This is an optimization exercise on Yosys and OpenROAD, whose aim is small area, a short achievable clock period and few clock cycles per item, not a production implementation.
In this exercise RTL edits were held to simulation tests only and were not proved equivalent to the original.
No activity file was given, so power comes from the tool's default toggle rates.

===== flow/flow/run.sh =====
#!/bin/bash
# Own flow: the standard layout (standard.sh, standard synthesis unchanged), with the
# port buffers that buffer_ports inserts made sky130_fd_sc_hd__buf_2 instead of the
# default (a slow delay cell), so every input and output port still gets its buffer.
set -euo pipefail
export BUFFER_PORTS_ARGS="-buffer_cell sky130_fd_sc_hd__buf_2"
bash standard.sh finish > standard_flow.log 2>&1

===== flow/standard.sh =====
#!/bin/bash
# synth_recipe.tcl (not shown) runs the flow's synth.tcl, then flattens the netlist and writes it again
# the make line also repeats each setting of config.mk as NAME=value (left out here)
make -C /OpenROAD-flow-scripts/flow DESIGN_CONFIG=/design/flow/config.mk WORK_HOME=/design/flow/orfs CLKGATE_MAP_FILE= SYNTH_SCRIPT=/design/flow/synth_recipe.tcl "${@:-finish}"

===== flow/config.mk =====
export PLATFORM = sky130hd
export DESIGN_NAME = matrix_multiplier
export DESIGN_NICKNAME = matrix_multiplier
export VERILOG_FILES = /design/flow/design.v
export SDC_FILE = /design/flow/constraint.sdc
export NUM_CORES = 4
export LEC_CHECK = 0
export CAP_MARGIN = 20
export CORE_MARGIN = 2
export CORE_UTILIZATION = 40
export SETUP_SLACK_MARGIN = 4
export SLEW_MARGIN = 20

===== flow/design.v =====
module matrix_multiplier(
    input logic clk,
    input logic NRST,
    input logic start,
    input logic [7:0] A,
    input logic [7:0 ]B,
    output logic [16:0] out,
    output logic out_strobe
);
   logic busy;
   logic [16:0] s_q, s_d;
   logic [15:5] c_q, c_d;
   logic go, keep;
   wire one1, two2, neg3, bp4, bp5, bp6, bp7, bp8, bp9, bp10, bp11, bp12, one13, two14, neg15, bp16, bp17, bp18, bp19, bp20, bp21, bp22, bp23, bp24, one25, two26, neg27, bp28, bp29, bp30, bp31, bp32, bp33, bp34, bp35, bp36, one37, two38, neg39, bp40, bp41, bp42, bp43, bp44, bp45, bp46, bp47, bp48, m49, m50, m51, m52, m53, sx54, sa55, m56, mc57, sx58, sa59, m60, mc61, sx62, sa63, m64, mc65, sx66, sa67, m68, mc69, sx70, sa71, m72, mc73, sx74, sa75, m76, mc77, sx78, sa79, m80, mc81, sx82, sa83, m84, mc85, sx86, sa87, m88, mc89, sx90, sa91, m92, mc93, sx94, sa95, m96, mc97, m98, s99, c100, s101, c102, s103, c104, s105, c106, s107, c108, s109, c110, s111, c112, s113, c114, s115, c116, s117, c118, s119, c120, s121, c122, s123, c124, s125, c126, s127, c128, s129, c130, s131, c132, s133, c134, s135, c136, s137, c138, s139, c140, s141, c142, s143, c144, s145, c146, s147, c148, s149, c150, s151, c152, s153, c154, s155, c156, s157, c158, s159, c160, s161, c162, s163, c164, s165, c166, s167, c168, s169, c170, s171, c172, s173, c174, s175, c176;
   assign go = start;
   assign keep = busy | ~start;
   assign one1 = go & (B[0] ^ 1'b0);
   assign two2 = go & ((B[1] & ~B[0] & ~1'b0) | (~B[1] & B[0] & 1'b0));
   assign neg3 = go & B[1] & ~(B[0] & 1'b0);
   assign bp4 = ((one1 & A[0]) | (two2 & 1'b0)) ^ neg3;
   assign bp5 = ((one1 & A[1]) | (two2 & A[0])) ^ neg3;
   assign bp6 = ((one1 & A[2]) | (two2 & A[1])) ^ neg3;
   assign bp7 = ((one1 & A[3]) | (two2 & A[2])) ^ neg3;
   assign bp8 = ((one1 & A[4]) | (two2 & A[3])) ^ neg3;
   assign bp9 = ((one1 & A[5]) | (two2 & A[4])) ^ neg3;
   assign bp10 = ((one1 & A[6]) | (two2 & A[5])) ^ neg3;
   assign bp11 = ((one1 & A[7]) | (two2 & A[6])) ^ neg3;
   assign bp12 = go & ~(((one1 & A[7]) | (two2 & A[7])) ^ neg3);
   assign one13 = go & (B[2] ^ B[1]);
   assign two14 = go & ((B[3] & ~B[2] & ~B[1]) | (~B[3] & B[2] & B[1]));
   assign neg15 = go & B[3] & ~(B[2] & B[1]);
   assign bp16 = ((one13 & A[0]) | (two14 & 1'b0)) ^ neg15;
   assign bp17 = ((one13 & A[1]) | (two14 & A[0])) ^ neg15;
   assign bp18 = ((one13 & A[2]) | (two14 & A[1])) ^ neg15;
   assign bp19 = ((one13 & A[3]) | (two14 & A[2])) ^ neg15;
   assign bp20 = ((one13 & A[4]) | (two14 & A[3])) ^ neg15;
   assign bp21 = ((one13 & A[5]) | (two14 & A[4])) ^ neg15;
   assign bp22 = ((one13 & A[6]) | (two14 & A[5])) ^ neg15;
   assign bp23 = ((one13 & A[7]) | (two14 & A[6])) ^ neg15;
   assign bp24 = go & ~(((one13 & A[7]) | (two14 & A[7])) ^ neg15);
   assign one25 = go & (B[4] ^ B[3]);
   assign two26 = go & ((B[5] & ~B[4] & ~B[3]) | (~B[5] & B[4] & B[3]));
   assign neg27 = go & B[5] & ~(B[4] & B[3]);
   assign bp28 = ((one25 & A[0]) | (two26 & 1'b0)) ^ neg27;
   assign bp29 = ((one25 & A[1]) | (two26 & A[0])) ^ neg27;
   assign bp30 = ((one25 & A[2]) | (two26 & A[1])) ^ neg27;
   assign bp31 = ((one25 & A[3]) | (two26 & A[2])) ^ neg27;
   assign bp32 = ((one25 & A[4]) | (two26 & A[3])) ^ neg27;
   assign bp33 = ((one25 & A[5]) | (two26 & A[4])) ^ neg27;
   assign bp34 = ((one25 & A[6]) | (two26 & A[5])) ^ neg27;
   assign bp35 = ((one25 & A[7]) | (two26 & A[6])) ^ neg27;
   assign bp36 = go & ~(((one25 & A[7]) | (two26 & A[7])) ^ neg27);
   assign one37 = go & (B[6] ^ B[5]);
   assign two38 = go & ((B[7] & ~B[6] & ~B[5]) | (~B[7] & B[6] & B[5]));
   assign neg39 = go & B[7] & ~(B[6] & B[5]);
   assign bp40 = ((one37 & A[0]) | (two38 & 1'b0)) ^ neg39;
   assign bp41 = ((one37 & A[1]) | (two38 & A[0])) ^ neg39;
   assign bp42 = ((one37 & A[2]) | (two38 & A[1])) ^ neg39;
   assign bp43 = ((one37 & A[3]) | (two38 & A[2])) ^ neg39;
   assign bp44 = ((one37 & A[4]) | (two38 & A[3])) ^ neg39;
   assign bp45 = ((one37 & A[5]) | (two38 & A[4])) ^ neg39;
   assign bp46 = ((one37 & A[6]) | (two38 & A[5])) ^ neg39;
   assign bp47 = ((one37 & A[7]) | (two38 & A[6])) ^ neg39;
   assign bp48 = go & ~(((one37 & A[7]) | (two38 & A[7])) ^ neg39);
   assign m49 = keep & s_q[0];
   assign m50 = keep & s_q[1];
   assign m51 = keep & s_q[2];
   assign m52 = keep & s_q[3];
   assign m53 = keep & s_q[4];
   assign sx54 = s_q[5] ^ c_q[5];
   assign sa55 = s_q[5] & c_q[5];
   assign m56 = bp9 ^ (keep & sx54);
   assign mc57 = keep & (sa55 | (bp9 & sx54));
   assign sx58 = s_q[6] ^ c_q[6];
   assign sa59 = s_q[6] & c_q[6];
   assign m60 = neg39 ^ (keep & sx58);
   assign mc61 = keep & (sa59 | (neg39 & sx58));
   assign sx62 = s_q[7] ^ c_q[7];
   assign sa63 = s_q[7] & c_q[7];
   assign m64 = mc61 ^ (keep & sx62);
   assign mc65 = keep & (sa63 | (mc61 & sx62));
   assign sx66 = s_q[8] ^ c_q[8];
   assign sa67 = s_q[8] & c_q[8];
   assign m68 = go ^ (keep & sx66);
   assign mc69 = keep & (sa67 | (go & sx66));
   assign sx70 = s_q[9] ^ c_q[9];
   assign sa71 = s_q[9] & c_q[9];
   assign m72 = go ^ (keep & sx70);
   assign mc73 = keep & (sa71 | (go & sx70));
   assign sx74 = s_q[10] ^ c_q[10];
   assign sa75 = s_q[10] & c_q[10];
   assign m76 = mc73 ^ (keep & sx74);
   assign mc77 = keep & (sa75 | (mc73 & sx74));
   assign sx78 = s_q[11] ^ c_q[11];
   assign sa79 = s_q[11] & c_q[11];
   assign m80 = go ^ (keep & sx78);
   assign mc81 = keep & (sa79 | (go & sx78));
   assign sx82 = s_q[12] ^ c_q[12];
   assign sa83 = s_q[12] & c_q[12];
   assign m84 = mc81 ^ (keep & sx82);
   assign mc85 = keep & (sa83 | (mc81 & sx82));
   assign sx86 = s_q[13] ^ c_q[13];
   assign sa87 = s_q[13] & c_q[13];
   assign m88 = go ^ (keep & sx86);
   assign mc89 = keep & (sa87 | (go & sx86));
   assign sx90 = s_q[14] ^ c_q[14];
   assign sa91 = s_q[14] & c_q[14];
   assign m92 = mc89 ^ (keep & sx90);
   assign mc93 = keep & (sa91 | (mc89 & sx90));
   assign sx94 = s_q[15] ^ c_q[15];
   assign sa95 = s_q[15] & c_q[15];
   assign m96 = go ^ (keep & sx94);
   assign mc97 = keep & (sa95 | (go & sx94));
   assign m98 = keep & s_q[16];
   assign s99 = m49 ^ neg3 ^ bp4;
   assign c100 = (m49 & neg3) | (m49 & bp4) | (neg3 & bp4);
   assign s101 = m50 ^ bp5 ^ c100;
   assign c102 = (m50 & bp5) | (m50 & c100) | (bp5 & c100);
   assign s103 = m51 ^ neg15 ^ bp6;
   assign c104 = (m51 & neg15) | (m51 & bp6) | (neg15 & bp6);
   assign s105 = bp16 ^ s103 ^ c102;
   assign c106 = (bp16 & s103) | (bp16 & c102) | (s103 & c102);
   assign s107 = m52 ^ bp7 ^ bp17;
   assign c108 = (m52 & bp7) | (m52 & bp17) | (bp7 & bp17);
   assign s109 = c104 ^ s107 ^ c106;
   assign c110 = (c104 & s107) | (c104 & c106) | (s107 & c106);
   assign s111 = m53 ^ neg27 ^ bp8;
   assign c112 = (m53 & neg27) | (m53 & bp8) | (neg27 & bp8);
   assign s113 = bp18 ^ bp28 ^ c108;
   assign c114 = (bp18 & bp28) | (bp18 & c108) | (bp28 & c108);
   assign s115 = s111 ^ s113 ^ c110;
   assign c116 = (s111 & s113) | (s111 & c110) | (s113 & c110);
   assign s117 = bp19 ^ bp29 ^ m56;
   assign c118 = (bp19 & bp29) | (bp19 & m56) | (bp29 & m56);
   assign s119 = c112 ^ s117 ^ c114;
   assign c120 = (c112 & s117) | (c112 & c114) | (s117 & c114);
   assign s121 = m60 ^ bp10 ^ bp20;
   assign c122 = (m60 & bp10) | (m60 & bp20) | (bp10 & bp20);
   assign s123 = bp30 ^ bp40 ^ mc57;
   assign c124 = (bp30 & bp40) | (bp30 & mc57) | (bp40 & mc57);
   assign s125 = s121 ^ c118 ^ s123;
   assign c126 = (s121 & c118) | (s121 & s123) | (c118 & s123);
   assign s127 = bp11 ^ bp21 ^ bp31;
   assign c128 = (bp11 & bp21) | (bp11 & bp31) | (bp21 & bp31);
   assign s129 = bp41 ^ m64 ^ c122;
   assign c130 = (bp41 & m64) | (bp41 & c122) | (m64 & c122);
   assign s131 = s127 ^ c124 ^ s129;
   assign c132 = (s127 & c124) | (s127 & s129) | (c124 & s129);
   assign s133 = m68 ^ bp22 ^ bp32;
   assign c134 = (m68 & bp22) | (m68 & bp32) | (bp22 & bp32);
   assign s135 = bp42 ^ bp12 ^ mc65;
   assign c136 = (bp42 & bp12) | (bp42 & mc65) | (bp12 & mc65);
   assign s137 = c128 ^ s133 ^ s135;
   assign c138 = (c128 & s133) | (c128 & s135) | (s133 & s135);
   assign s139 = c130 ^ s137;
   assign c140 = c130 & s137;
   assign s141 = mc69 ^ m72 ^ bp23;
   assign c142 = (mc69 & m72) | (mc69 & bp23) | (m72 & bp23);
   assign s143 = bp33 ^ bp43 ^ c134;
   assign c144 = (bp33 & bp43) | (bp33 & c134) | (bp43 & c134);
   assign s145 = s141 ^ c136 ^ s143;
   assign c146 = (s141 & c136) | (s141 & s143) | (c136 & s143);
   assign s147 = c138 ^ s145;
   assign c148 = c138 & s145;
   assign s149 = m76 ^ bp34 ^ bp44;
   assign c150 = (m76 & bp34) | (m76 & bp44) | (bp34 & bp44);
   assign s151 = bp24 ^ c142 ^ s149;
   assign c152 = (bp24 & c142) | (bp24 & s149) | (c142 & s149);
   assign s153 = c144 ^ s151 ^ c146;
   assign c154 = (c144 & s151) | (c144 & c146) | (s151 & c146);
   assign s155 = m80 ^ mc77 ^ bp35;
   assign c156 = (m80 & mc77) | (m80 & bp35) | (mc77 & bp35);
   assign s157 = bp45 ^ c150 ^ s155;
   assign c158 = (bp45 & c150) | (bp45 & s155) | (c150 & s155);
   assign s159 = c152 ^ s157;
   assign c160 = c152 & s157;
   assign s161 = m84 ^ bp46 ^ bp36;
   assign c162 = (m84 & bp46) | (m84 & bp36) | (bp46 & bp36);
   assign s163 = c156 ^ s161 ^ c158;
   assign c164 = (c156 & s161) | (c156 & c158) | (s161 & c158);
   assign s165 = m88 ^ mc85 ^ bp47;
   assign c166 = (m88 & mc85) | (m88 & bp47) | (mc85 & bp47);
   assign s167 = c162 ^ s165;
   assign c168 = c162 & s165;
   assign s169 = m92 ^ bp48 ^ c166;
   assign c170 = (m92 & bp48) | (m92 & c166) | (bp48 & c166);
   assign s171 = m96 ^ mc93;
   assign c172 = m96 & mc93;
   assign s173 = go ^ mc97 ^ m98;
   assign c174 = (go & mc97) | (go & m98) | (mc97 & m98);
   assign s175 = s173 ^ c172;
   assign c176 = s173 & c172;
   assign s_d[0] = s99;
   assign s_d[1] = s101;
   assign s_d[2] = s105;
   assign s_d[3] = s109;
   assign s_d[4] = s115;
   assign s_d[5] = s119;
   assign c_d[5] = c116;
   assign s_d[6] = c120;
   assign c_d[6] = s125;
   assign s_d[7] = c126;
   assign c_d[7] = s131;
   assign s_d[8] = c132;
   assign c_d[8] = s139;
   assign s_d[9] = c140;
   assign c_d[9] = s147;
   assign s_d[10] = c148;
   assign c_d[10] = s153;
   assign s_d[11] = s159;
   assign c_d[11] = c154;
   assign s_d[12] = c160;
   assign c_d[12] = s163;
   assign s_d[13] = s167;
   assign c_d[13] = c164;
   assign s_d[14] = c168;
   assign c_d[14] = s169;
   assign s_d[15] = s171;
   assign c_d[15] = c170;
   assign s_d[16] = s175;
always_ff @(posedge clk or negedge NRST) begin
    if (NRST == 0) begin
        busy <= 0;
        out_strobe <= 0;
    end else if (start == 1) begin
        busy <= !busy;
        out_strobe <= busy;
    end
end
always_ff @(posedge clk) begin
    s_q <= s_d;
    c_q <= c_d;
end
   assign out = s_q + {1'b0, c_q, 5'b0};
endmodule

===== flow/constraint.sdc =====
create_clock -name core_clock -period 8.0 [get_ports {clk}]
set_input_delay 1.6000 -clock core_clock [delete_from_list [all_inputs] [get_ports {clk}]]
set_output_delay 1.6000 -clock core_clock [all_outputs]
set_load 0.01 [all_outputs]

==> notes.md, run 1 <==
PnR Total Power 0.00148 W; cell count after synthesis 376; WL met3 221 µm; most common cell after layout, fill and taps aside inv_1; Post-DRT Antenna Nets 0; Yosys top cell by area fa_1; max_slew headroom 69.0%; Worst setup SP type primary input; f_max 0.255 GHz; Power per Cell Area 400 nW/µm²; CTS tree done; Max VDD drop 0.000105 V; synthesized area 3280 µm²; Syn Area/Cell 8.71 µm²; initial DRC count 91; post-synth cell types 44; io pins 37; NetSw 0.000703 W; Yosys Warn Count 1; final count of negative-setup-slack endpoints 0; Flop pwr share 18.5%; Row Count 33; number of flops mapped to enable cells by yosys 0; Clk pwr share 8.8%; Area Growth Syn to Fin 13.3%; total of max-cap violations 0; Antenna diodes 0; RSZ-0062 raised after global routing yes; Final Max Tran Viols 0; FF+latch count, synth 30; H-tree Lvls 2; Critical Path End Type flop; CTS root buffer clkbuf_8; Met1 Wirelength 3530 µm; Inserted Clock Buffers 5; outcome no timing/DRC/antenna violations; initial core utilization 40.5%; WL met2 2980 µm; Yosys top cell area share 19.6%; port bufs 36; Final Hold Vio Count 0; P_int 0.000782 W; Core ar. 8090 µm²; Worst path most repeated cell inv_2; GPL Wtd Cong 0.777; Die W 94.5 µm; post-synth net total 446; Worst-Skew Late Latency 0.29 ns; die area 8930 µm²; CP Data Required Time 8.17 ns; Seq/Total Area, Yosys 18.6%; Die Span Y 94.5 µm; grt ovf 0; async set-reset flop share out of synthesis 6.67%; Hold Path Origin out_strobe; # DRC 0; leading post-synthesis cells by cell area fa_1 20%, dfxtp_1 17%, xnor2_1 8.0%; Fill cells 815; Slew @ Worst Pin 0.466 ns; slowest cell on the critical path fa_1; largest fanout on the critical path 5; vias 2,522; Leakage Power 1.66 nW; initial antenna violation count 0; reg2reg setup slack 5.00 ns; Clock Skews 0.00618 ns; fin crit period 3.92 ns; Final period util 49.0%; DP HPWL 5420 µm; Total Routing Usage GR 16.1%; share of layout cells above drive strength 1 21.8%; global-route wire length before repair 11,300 µm; Sw Share 47.3%; most frequent cells in the layout 35 x inv_1, 34 x nand2_1, 32 x buf_2, 30 x fa_1; Slowest Stage Delay on Critical Path 0.49 ns; TritonRoute pass-1 iters 4; Worst-path clk slew 0.07 ns; Worst Hold Class reg2reg; Crit Path Category in2reg; final wirelength 6800 µm; Total Neg Setup Slack 0 ns; vias per cell 5.00; Nets 468; Synth Flop Type dfxtp_1; CTS Buffer Depth 2; Worst Path Arrival 4.09 ns; largest net degree at the start of global routing 45; mean routed wirelength per cell 13.5 µm; Comb power frac 72.7%; Critical R2R Launch busy; uppermost layer routed met4; clk sinks 30; Critical Path Start B[3]; number of global-route vias before repair 2,365; CP Cell Sequence buf_8 -> ha_1 -> and2_4 -> a22oi_2 -> xnor2_2 -> fa_2 -> inv_2 -> fa_1 -> inv_2 -> fa_2 -> inv_2 -> fa_1
## layer usage
layer	vias to the layer above	GRT usage, %
li1	1268	-
met1	1199	23.5
met2	49	24.7
met3	6	2.23
met4	0	5.07
met5	-	0
## per-stage QoR
step	util [%]	worst slack (ns)	hold WS, ns	cell area, µm²	cells
finish	45.9	4.08	0.515	3710	504
global route	45.9	3.94	0.543	3710	504
CTS	45.0	4.01	0.524	3640	500
detailed placement	42.3	3.05	0.514	3420	483
global placement	42.3	3.16	0.517	3420	483
floorplan	-	3.80	0.488	3300	376
## path summary, 6_finish.rpt
path                                    to  depth (start not counted)
worst min register to register  out_strobe                          2
min in group asynchronous       out_strobe                          1
worst max-delay path               c_q[10]                         12
worst max register to register      s_q[4]                          9
worst min-delay path            out_strobe                          2
max in group asynchronous             busy                          1
## power by group through the flow
stage	Sequential (W)	Clock [W]	Combinational, W
final	0.000275	0.000130	0.00108
after CTS	0.000276	0.000134	0.00107
after detailed placement	0.000279	0	0.00106
after global routing	0.000284	0.000140	0.00125
after floorplan	0.000263	0	0.000840
after global placement	0.000277	0	0.00102
## worst max-delay path, delay by kind of cell
| kind | cells | cell delay [ns] |
|---|---|---|
| and+or+nand+nor | 1 | 0.18 |
| adders and majority gates | 5 | 1.73 |
| AOI/OAI and AO/OA | 1 | 0.20 |
| xor gates and xnor gates | 1 | 0.14 |
| buffers and inverters | 4 | 0.24 |
## flip-flops by register name, indices dropped and copies added (netlist names)
| signal | count |
|---|---|
| s_q | 17 |
| busy | 1 |
| out_strobe | 1 |
| c_q | 11 |
## cells in the mapped netlist (2+ instances only)
cell / count
a21oi_1: 16
buf_1: 2
a22oi_1: 21
a21o_1: 2
o21ai_0: 20
buf_2: 4
mux2i_1: 3
xor2_1: 12
nor2b_1: 4
and3_1: 2
ha_1: 19
inv_1: 39
a211oi_1: 2
fa_1: 32
clkbuf_1: 15
nor2_1: 15
nand3b_1: 7
a221o_1: 2
and3_2: 3
nand2_1: 34
and2_1: 9
nand2b_1: 10
dfrtp_1: 2
and2_2: 2
nand3_1: 10
a21boi_0: 2
a2111oi_4: 2
xnor2_1: 30
buf_4: 9
o31ai_1: 2
a21boi_2: 2
dfxtp_1: 28
buf_6: 3
## logic make-up (layout without fill, tap and decap cells)
group           count (synthesis)  after routing  share of synthesized area (%)
fa+ha+maj                      51             51                           26.8
buf+inv                        73             96                           10.3
xor+xnor                       42             42                           11.2
compound gates                 76             76                           16.2
mux                             3              3                          0.917
flops                          30             30                           18.6
simple gates                  101            101                           15.9
## area by class of cell
type | count | area (µm²) | area share (%)
clock buffer | 6 | 82.6 | 2.22
timing repair buffer | 49 | 310 | 8.36
multi-input combinational | 273 | 2420 | 65.2
tap | 105 | 131 | 3.54
inverter | 39 | 146 | 3.94
clock inverter | 2 | 12.5 | 0.337
sequential | 30 | 611 | 16.4
## repair_timing
| action | in CTS | in global routing |
|---|---|---|
| setup buffers | 9 | 4 |
| gates resized for setup | 13 | 13 |
| cloned | 0 | 0 |
| endpoints found under the setup margin | 17 | 9 |
| pin swaps | 10 | 3 |
| hold buffers | 0 | 0 |
Testbench counts, summed over its fixed seeds: cycles 3,200, items 1,600.
==> inputs of run 2 (changes only) <==
--- a/flow/design.v
+++ b/flow/design.v
@@ -114,80 +114,41 @@
    assign m98 = keep & s_q[16];
-   assign s99 = m49 ^ neg3 ^ bp4;
-   assign c100 = (m49 & neg3) | (m49 & bp4) | (neg3 & bp4);
-   assign s101 = m50 ^ bp5 ^ c100;
-   assign c102 = (m50 & bp5) | (m50 & c100) | (bp5 & c100);
-   assign s103 = m51 ^ neg15 ^ bp6;
-   assign c104 = (m51 & neg15) | (m51 & bp6) | (neg15 & bp6);
-   assign s105 = bp16 ^ s103 ^ c102;
-   assign c106 = (bp16 & s103) | (bp16 & c102) | (s103 & c102);
-   assign s107 = m52 ^ bp7 ^ bp17;
-   assign c108 = (m52 & bp7) | (m52 & bp17) | (bp7 & bp17);
-   assign s109 = c104 ^ s107 ^ c106;
-   assign c110 = (c104 & s107) | (c104 & c106) | (s107 & c106);
-   assign s111 = m53 ^ neg27 ^ bp8;
-   assign c112 = (m53 & neg27) | (m53 & bp8) | (neg27 & bp8);
-   assign s113 = bp18 ^ bp28 ^ c108;
-   assign c114 = (bp18 & bp28) | (bp18 & c108) | (bp28 & c108);
-   assign s115 = s111 ^ s113 ^ c110;
-   assign c116 = (s111 & s113) | (s111 & c110) | (s113 & c110);
-   assign s117 = bp19 ^ bp29 ^ m56;
-   assign c118 = (bp19 & bp29) | (bp19 & m56) | (bp29 & m56);
-   assign s119 = c112 ^ s117 ^ c114;
-   assign c120 = (c112 & s117) | (c112 & c114) | (s117 & c114);
-   assign s121 = m60 ^ bp10 ^ bp20;
-   assign c122 = (m60 & bp10) | (m60 & bp20) | (bp10 & bp20);
-   assign s123 = bp30 ^ bp40 ^ mc57;
-   assign c124 = (bp30 & bp40) | (bp30 & mc57) | (bp40 & mc57);
-   assign s125 = s121 ^ c118 ^ s123;
-   assign c126 = (s121 & c118) | (s121 & s123) | (c118 & s123);
-   assign s127 = bp11 ^ bp21 ^ bp31;
-   assign c128 = (bp11 & bp21) | (bp11 & bp31) | (bp21 & bp31);
-   assign s129 = bp41 ^ m64 ^ c122;
-   assign c130 = (bp41 & m64) | (bp41 & c122) | (m64 & c122);
-   assign s131 = s127 ^ c124 ^ s129;
-   assign c132 = (s127 & c124) | (s127 & s129) | (c124 & s129);
-   assign s133 = m68 ^ bp22 ^ bp32;
-   assign c134 = (m68 & bp22) | (m68 & bp32) | (bp22 & bp32);
-   assign s135 = bp42 ^ bp12 ^ mc65;
-   assign c136 = (bp42 & bp12) | (bp42 & mc65) | (bp12 & mc65);
-   assign s137 = c128 ^ s133 ^ s135;
-   assign c138 = (c128 & s133) | (c128 & s135) | (s133 & s135);
-   assign s139 = c130 ^ s137;
-   assign c140 = c130 & s137;
-   assign s141 = mc69 ^ m72 ^ bp23;
-   assign c142 = (mc69 & m72) | (mc69 & bp23) | (m72 & bp23);
-   assign s143 = bp33 ^ bp43 ^ c134;
-   assign c144 = (bp33 & bp43) | (bp33 & c134) | (bp43 & c134);
-   assign s145 = s141 ^ c136 ^ s143;
-   assign c146 = (s141 & c136) | (s141 & s143) | (c136 & s143);
-   assign s147 = c138 ^ s145;
-   assign c148 = c138 & s145;
-   assign s149 = m76 ^ bp34 ^ bp44;
-   assign c150 = (m76 & bp34) | (m76 & bp44) | (bp34 & bp44);
-   assign s151 = bp24 ^ c142 ^ s149;
-   assign c152 = (bp24 & c142) | (bp24 & s149) | (c142 & s149);
-   assign s153 = c144 ^ s151 ^ c146;
-   assign c154 = (c144 & s151) | (c144 & c146) | (s151 & c146);
-   assign s155 = m80 ^ mc77 ^ bp35;
-   assign c156 = (m80 & mc77) | (m80 & bp35) | (mc77 & bp35);
-   assign s157 = bp45 ^ c150 ^ s155;
-   assign c158 = (bp45 & c150) | (bp45 & s155) | (c150 & s155);
-   assign s159 = c152 ^ s157;
-   assign c160 = c152 & s157;
-   assign s161 = m84 ^ bp46 ^ bp36;
-   assign c162 = (m84 & bp46) | (m84 & bp36) | (bp46 & bp36);
-   assign s163 = c156 ^ s161 ^ c158;
-   assign c164 = (c156 & s161) | (c156 & c158) | (s161 & c158);
-   assign s165 = m88 ^ mc85 ^ bp47;
-   assign c166 = (m88 & mc85) | (m88 & bp47) | (mc85 & bp47);
-   assign s167 = c162 ^ s165;
-   assign c168 = c162 & s165;
-   assign s169 = m92 ^ bp48 ^ c166;
-   assign c170 = (m92 & bp48) | (m92 & c166) | (bp48 & c166);
-   assign s171 = m96 ^ mc93;
-   assign c172 = m96 & mc93;
-   assign s173 = go ^ mc97 ^ m98;
-   assign c174 = (go & mc97) | (go & m98) | (mc97 & m98);
-   assign s175 = s173 ^ c172;
-   assign c176 = s173 & c172;
+   mm_fa u_s99 (.a(m49), .b(neg3), .c(bp4), .s(s99), .co(c100));
+   mm_fa u_s101 (.a(m50), .b(bp5), .c(c100), .s(s101), .co(c102));
+   mm_fa u_s103 (.a(m51), .b(neg15), .c(bp6), .s(s103), .co(c104));
+   mm_fa u_s105 (.a(bp16), .b(s103), .c(c102), .s(s105), .co(c106));
+   mm_fa u_s107 (.a(m52), .b(bp7), .c(bp17), .s(s107), .co(c108));
+   mm_fa u_s109 (.a(c104), .b(s107), .c(c106), .s(s109), .co(c110));
+   mm_fa u_s111 (.a(m53), .b(neg27), .c(bp8), .s(s111), .co(c112));
+   mm_fa u_s113 (.a(bp18), .b(bp28), .c(c108), .s(s113), .co(c114));
+   mm_fa u_s115 (.a(s111), .b(s113), .c(c110), .s(s115), .co(c116));
+   mm_fa u_s117 (.a(bp19), .b(bp29), .c(m56), .s(s117), .co(c118));
+   mm_fa u_s119 (.a(c112), .b(s117), .c(c114), .s(s119), .co(c120));
+   mm_fa u_s121 (.a(m60), .b(bp10), .c(bp20), .s(s121), .co(c122));
+   mm_fa u_s123 (.a(bp30), .b(bp40), .c(mc57), .s(s123), .co(c124));
+   mm_fa u_s125 (.a(s121), .b(c118), .c(s123), .s(s125), .co(c126));
+   mm_fa u_s127 (.a(bp11), .b(bp21), .c(bp31), .s(s127), .co(c128));
+   mm_fa u_s129 (.a(bp41), .b(m64), .c(c122), .s(s129), .co(c130));
+   mm_fa u_s131 (.a(s127), .b(c124), .c(s129), .s(s131), .co(c132));
+   mm_fa u_s133 (.a(m68), .b(bp22), .c(bp32), .s(s133), .co(c134));
+   mm_fa u_s135 (.a(bp42), .b(bp12), .c(mc65), .s(s135), .co(c136));
+   mm_fa u_s137 (.a(c128), .b(s133), .c(s135), .s(s137), .co(c138));
+   mm_ha u_s139 (.a(c130), .b(s137), .s(s139), .co(c140));
+   mm_fa u_s141 (.a(mc69), .b(m72), .c(bp23), .s(s141), .co(c142));
+   mm_fa u_s143 (.a(bp33), .b(bp43), .c(c134), .s(s143), .co(c144));
+   mm_fa u_s145 (.a(s141), .b(c136), .c(s143), .s(s145), .co(c146));
+   mm_ha u_s147 (.a(c138), .b(s145), .s(s147), .co(c148));
+   mm_fa u_s149 (.a(m76), .b(bp34), .c(bp44), .s(s149), .co(c150));
+   mm_fa u_s151 (.a(bp24), .b(c142), .c(s149), .s(s151), .co(c152));
+   mm_fa u_s153 (.a(c144), .b(s151), .c(c146), .s(s153), .co(c154));
+   mm_fa u_s155 (.a(m80), .b(mc77), .c(bp35), .s(s155), .co(c156));
+   mm_fa u_s157 (.a(bp45), .b(c150), .c(s155), .s(s157), .co(c158));
+   mm_ha u_s159 (.a(c152), .b(s157), .s(s159), .co(c160));
+   mm_fa u_s161 (.a(m84), .b(bp46), .c(bp36), .s(s161), .co(c162));
+   mm_fa u_s163 (.a(c156), .b(s161), .c(c158), .s(s163), .co(c164));
+   mm_fa u_s165 (.a(m88), .b(mc85), .c(bp47), .s(s165), .co(c166));
+   mm_ha u_s167 (.a(c162), .b(s165), .s(s167), .co(c168));
+   mm_fa u_s169 (.a(m92), .b(bp48), .c(c166), .s(s169), .co(c170));
+   mm_ha u_s171 (.a(m96), .b(mc93), .s(s171), .co(c172));
+   mm_fa u_s173 (.a(go), .b(mc97), .c(m98), .s(s173), .co(c174));
+   mm_ha u_s175 (.a(s173), .b(c172), .s(s175), .co(c176));
    assign s_d[0] = s99;
@@ -235 +196,24 @@
 endmodule
+module mm_x3(input logic a, input logic b, input logic c, output logic y);
+   assign y = a ^ b ^ c;
+endmodule
+module mm_mj(input logic a, input logic b, input logic c, output logic y);
+   assign y = (a & b) | (a & c) | (b & c);
+endmodule
+module mm_ao21(input logic a, input logic b, input logic c, output logic y);
+   assign y = a | (b & c);
+endmodule
+module mm_and2(input logic a, input logic b, output logic y);
+   assign y = a & b;
+endmodule
+module mm_xor2(input logic a, input logic b, output logic y);
+   assign y = a ^ b;
+endmodule
+module mm_fa(input logic a, input logic b, input logic c, output logic s, output logic co);
+   assign s = a ^ b ^ c;
+   assign co = (a & b) | (a & c) | (b & c);
+endmodule
+module mm_ha(input logic a, input logic b, output logic s, output logic co);
+   assign s = a ^ b;
+   assign co = a & b;
+endmodule
--- a/flow/config.mk
+++ b/flow/config.mk
@@ -12 +12,3 @@
 export SLEW_MARGIN = 20
+export SYNTH_HIERARCHICAL = 1
+export SYNTH_MINIMUM_KEEP_SIZE = 0
==> run 2 against run 1 <==
Effect of this change:
- utilization up 0.97 points
- first-iteration DRC count up 62%
- area after synthesis down 5.4%
- sequential power about the same
- wire length down 6.0%
- register-to-register slack better by 0.17 ns
- global-route usage down 0.078 points
==> notes.md, run 2 <==
Clock Skews 0.00718 ns (was 0.00618 ns); Yosys top cell area share 22.0% (was 19.6%); vias per cell 5.17 (was 5.00); Power per Cell Area 406 nW/µm² (was 400 nW/µm²); largest fanout on the critical path 6 (was 5); share of layout cells above drive strength 1 25.6% (was 21.8%); Final Max Tran Viols 0 (unchanged); largest registers s_q x17, c_q x11 (unchanged); CTS Buffer Depth 2 (unchanged); Total Neg Setup Slack 0 ns (unchanged); FF+latch count, synth 30 (unchanged); uppermost layer routed met4 (unchanged); Worst Hold Class reg2reg (unchanged); synthesized area 3100 µm² (was 3280 µm²); FF-to-FF path depth 7 (was 9); Antenna diodes 0 (unchanged); Yosys Warn Count 7 (was 1); largest register by flop count s_q (unchanged); Final Hold Vio Count 0 (unchanged); port bufs 36 (unchanged); Max VDD drop 0.000137 V (was 0.000105 V); Inserted Clock Buffers 5 (unchanged); post-synth net total 399 (was 446); Final period util 49.9% (was 49.0%); Row Count 32 (was 33); Placed Area 3320 µm² (was 3420 µm²); cell count after synthesis 326 (was 376); CTS tree done (unchanged); Worst-path clk slew 0.07 ns (about the same); max_slew headroom 69.3% (was 69.0%); Worst Path Arrival 4.15 ns (was 4.09 ns); Yosys top cell by area fa_1 (unchanged); RSZ-0062 raised after global routing yes (unchanged); H-tree Lvls 2 (unchanged); grt ovf 0 (unchanged); Die W 92.0 µm (was 94.5 µm); vias 2,323 (was 2,522); Core ar. 7610 µm² (was 8090 µm²); cell with the most instances after synthesis xnor2_1 (was inv_1); post-synth cell types 44 (unchanged); Synth Flop Type dfxtp_1 (unchanged); WL met2 2860 µm (was 2980 µm); Post-DRT Antenna Nets 0 (unchanged); number of flip-flops in the largest register 17 (unchanged); Seq/Total Area, Yosys 19.7% (was 18.6%); global-route wire length before repair 10,900 µm (was 11,300 µm); most common cell after layout, fill and taps aside xnor2_1 (was inv_1); post-layout util 46.8% (was 45.9%); number of flops mapped to enable cells by yosys 0 (unchanged); worst hold path depth 1 (was 2); Die Span Y 92.0 µm (was 94.5 µm); commonest cells in the netlist 36 x xnor2_1, 34 x fa_1, 28 x dfxtp_1 (was 39 x inv_1, 34 x nand2_1, 32 x fa_1); fin crit period 3.99 ns (was 3.92 ns); DP HPWL 4970 µm (was 5420 µm); largest net degree at the start of global routing 40 (was 45); Syn Area/Cell 9.51 µm² (was 8.71 µm²); WL met3 240 µm (was 221 µm); outcome no timing/DRC/antenna violations (unchanged); initial DRC count 147 (was 91); die area 8470 µm² (was 8930 µm²); io pins 37 (unchanged); # DRC 0 (unchanged); total of max-cap violations 0 (unchanged); CP Data Required Time 8.16 ns (was 8.17 ns); Slew @ Worst Pin 0.459 ns (was 0.466 ns); CTS root buffer clkbuf_8 (unchanged); Crit Path Category in2reg (unchanged); mean routed wirelength per cell 14.2 µm (was 13.5 µm); initial core utilization 40.7% (was 40.5%); Area Growth Syn to Fin 15.0% (was 13.3%); leading post-synthesis cells by cell area fa_1 22%, dfxtp_1 18%, xnor2_1 10% (was fa_1 20%, dfxtp_1 17%, xnor2_1 8.0%); Worst setup SP type primary input (unchanged); GPL Wtd Cong 0.780 (was 0.777); Fill cells 758 (was 815); Total Routing Usage GR 16.1% (about the same); Critical Path End Type flop (unchanged); most frequent cells in the layout 36 x xnor2_1, 34 x buf_2, 27 x fa_1, 26 x dfxtp_1, 24 x a22oi_1 (was 35 x inv_1, 34 x nand2_1, 32 x buf_2, 30 x fa_1); Nets 419 (was 468); async set-reset flop share out of synthesis 6.67% (unchanged); Worst-Skew Late Latency 0.28 ns (was 0.29 ns); post-route cell area 3560 µm² (was 3710 µm²); Leakage Power 1.51 nW (was 1.66 nW); final wirelength 6390 µm (was 6800 µm); final count of negative-setup-slack endpoints 0 (unchanged); Met1 Wirelength 3210 µm (was 3530 µm); clk sinks 30 (unchanged); initial antenna violation count 0 (unchanged); number of global-route vias before repair 2,238 (was 2,365); TritonRoute pass-1 iters 4 (unchanged); f_max 0.251 GHz (was 0.255 GHz)
-- run 2: area by class of cell --
cell class / instances / area (µm²) / area share, %
clock inverter: 2 / 12.5 / 0.351
sequential: 30 / 613 / 17.2
timing repair buffer: 45 / 260 / 7.30
inverter: 4 / 17.5 / 0.492
clock buffer: 6 / 82.6 / 2.32
tap: 102 / 128 / 3.58
multi-input combinational: 260 / 2450 / 68.7
-- run 2: Yosys stat by module, one instance, submodules excluded --
module | cells inside | flip-flops and latches | cell area, µm²
mm_fa | 1 | 0 | 20.0
matrix_multiplier | 287 | 30 | 2360
mm_ha | 1 | 0 | 12.5
-- run 2: what timing repair did --
item | 4_1_cts | 5_1_grt
buffers inserted | 0 | 9
endpoints found under the setup margin | 16 | 8
gates resized for setup | 12 | 8
hold buffers | 0 | 0
pin swaps | 2 | 7
-- run 2: stage by stage --
step	setup slack (ns)	hold slack (ns)	instances	total power, W
5_1_grt	3.93	0.522	449	0.00162
6_report	4.01	0.506	449	0.00145
3_5_place_dp	3.27	0.498	432	0.00130
2_1_floorplan	3.90	0.489	326	0.00106
3_3_place_gp	3.31	0.494	432	0.00128
4_1_cts	3.99	0.513	440	0.00144
-- run 2: kinds of logic after synthesis --
| family | Yosys count | synth area share (%) |
|---|---|---|
| xor+xnor | 41 | 11.6 |
| flops | 30 | 19.7 |
| fa+ha+maj | 54 | 30.0 |
| simple gates | 82 | 13.6 |
| mux | 9 | 2.95 |
| buf+inv | 36 | 5.49 |
| compound gates | 74 | 16.7 |
-- run 2: layer usage --
| layer | vias up | track usage [%] |
|---|---|---|
| li1 | 1150 | - |
| met4 | 0 | 4.85 |
| met5 | - | 0 |
| met2 | 56 | 24.5 |
| met3 | 4 | 2.05 |
| met1 | 1113 | 23.7 |
-- run 2: worst paths after layout --
path,start,end,slack (ns)
hold reg to reg,out_strobe,out_strobe,0.51
max in group asynchronous,NRST,busy,6.82
setup / recovery,B[5],c_q[10],4.01
setup reg to reg,busy,s_q[4],5.17
hold / removal,out_strobe,out_strobe,0.51
min in group asynchronous,NRST,out_strobe,1.09
-- run 2: power breakdown --
| part | internal (W) | switching [W] |
|---|---|---|
| Clock | 0.0000691 | 0.0000617 |
| Combinational | 0.000478 | 0.000565 |
| Sequential | 0.000240 | 0.0000320 |
-- run 2: critical path, cell delays in order --
cell	delay [ns]
buf_2	0.13
nand3b_1	0.21
a21boi_4	0.25
a22oi_2	0.12
xnor2_1	0.16
fa_2	0.37
fa_1	0.49
fa_2	0.37
fa_1	0.44
Testbench counts of run 2, summed over its fixed seeds: cycles 3,200, items 1,600.

## separate check: timing with driven ports
The flow's constraints put no driver on any port. The routed layouts listed below were extracted and timed again, unchanged, in two steps. Step 1 sets driving cells, clkbuf_16 on the clock port and buf_2 on the other inputs (assumed; they add their load-dependent delay and slew). Step 2, shift: input delay + t, output delay - t, t = (earliest + latest rising clock arrival at the registers) / 2. This alone moves slack from input paths to output paths. Three values: no drivers, after step 1, after step 2; two values: the first two.
run	t (ns)	setup WS [ns]	worst register clock-pin slew, ns	worst data-port slew with drivers (ns)	pins driven straight from the clock port
run 1	0.312	4.084 / 4.071 / 3.761	0.07 / 0.07	0.05	1
run 2	0.311	4.011 / 4.013 / 3.702	0.07 / 0.07	0.04	1
After both steps every run listed still meets setup and hold. For run 1, which loses most, drivers alone change the setup slack by -0.013 ns; drivers and shift together by -0.323 ns.
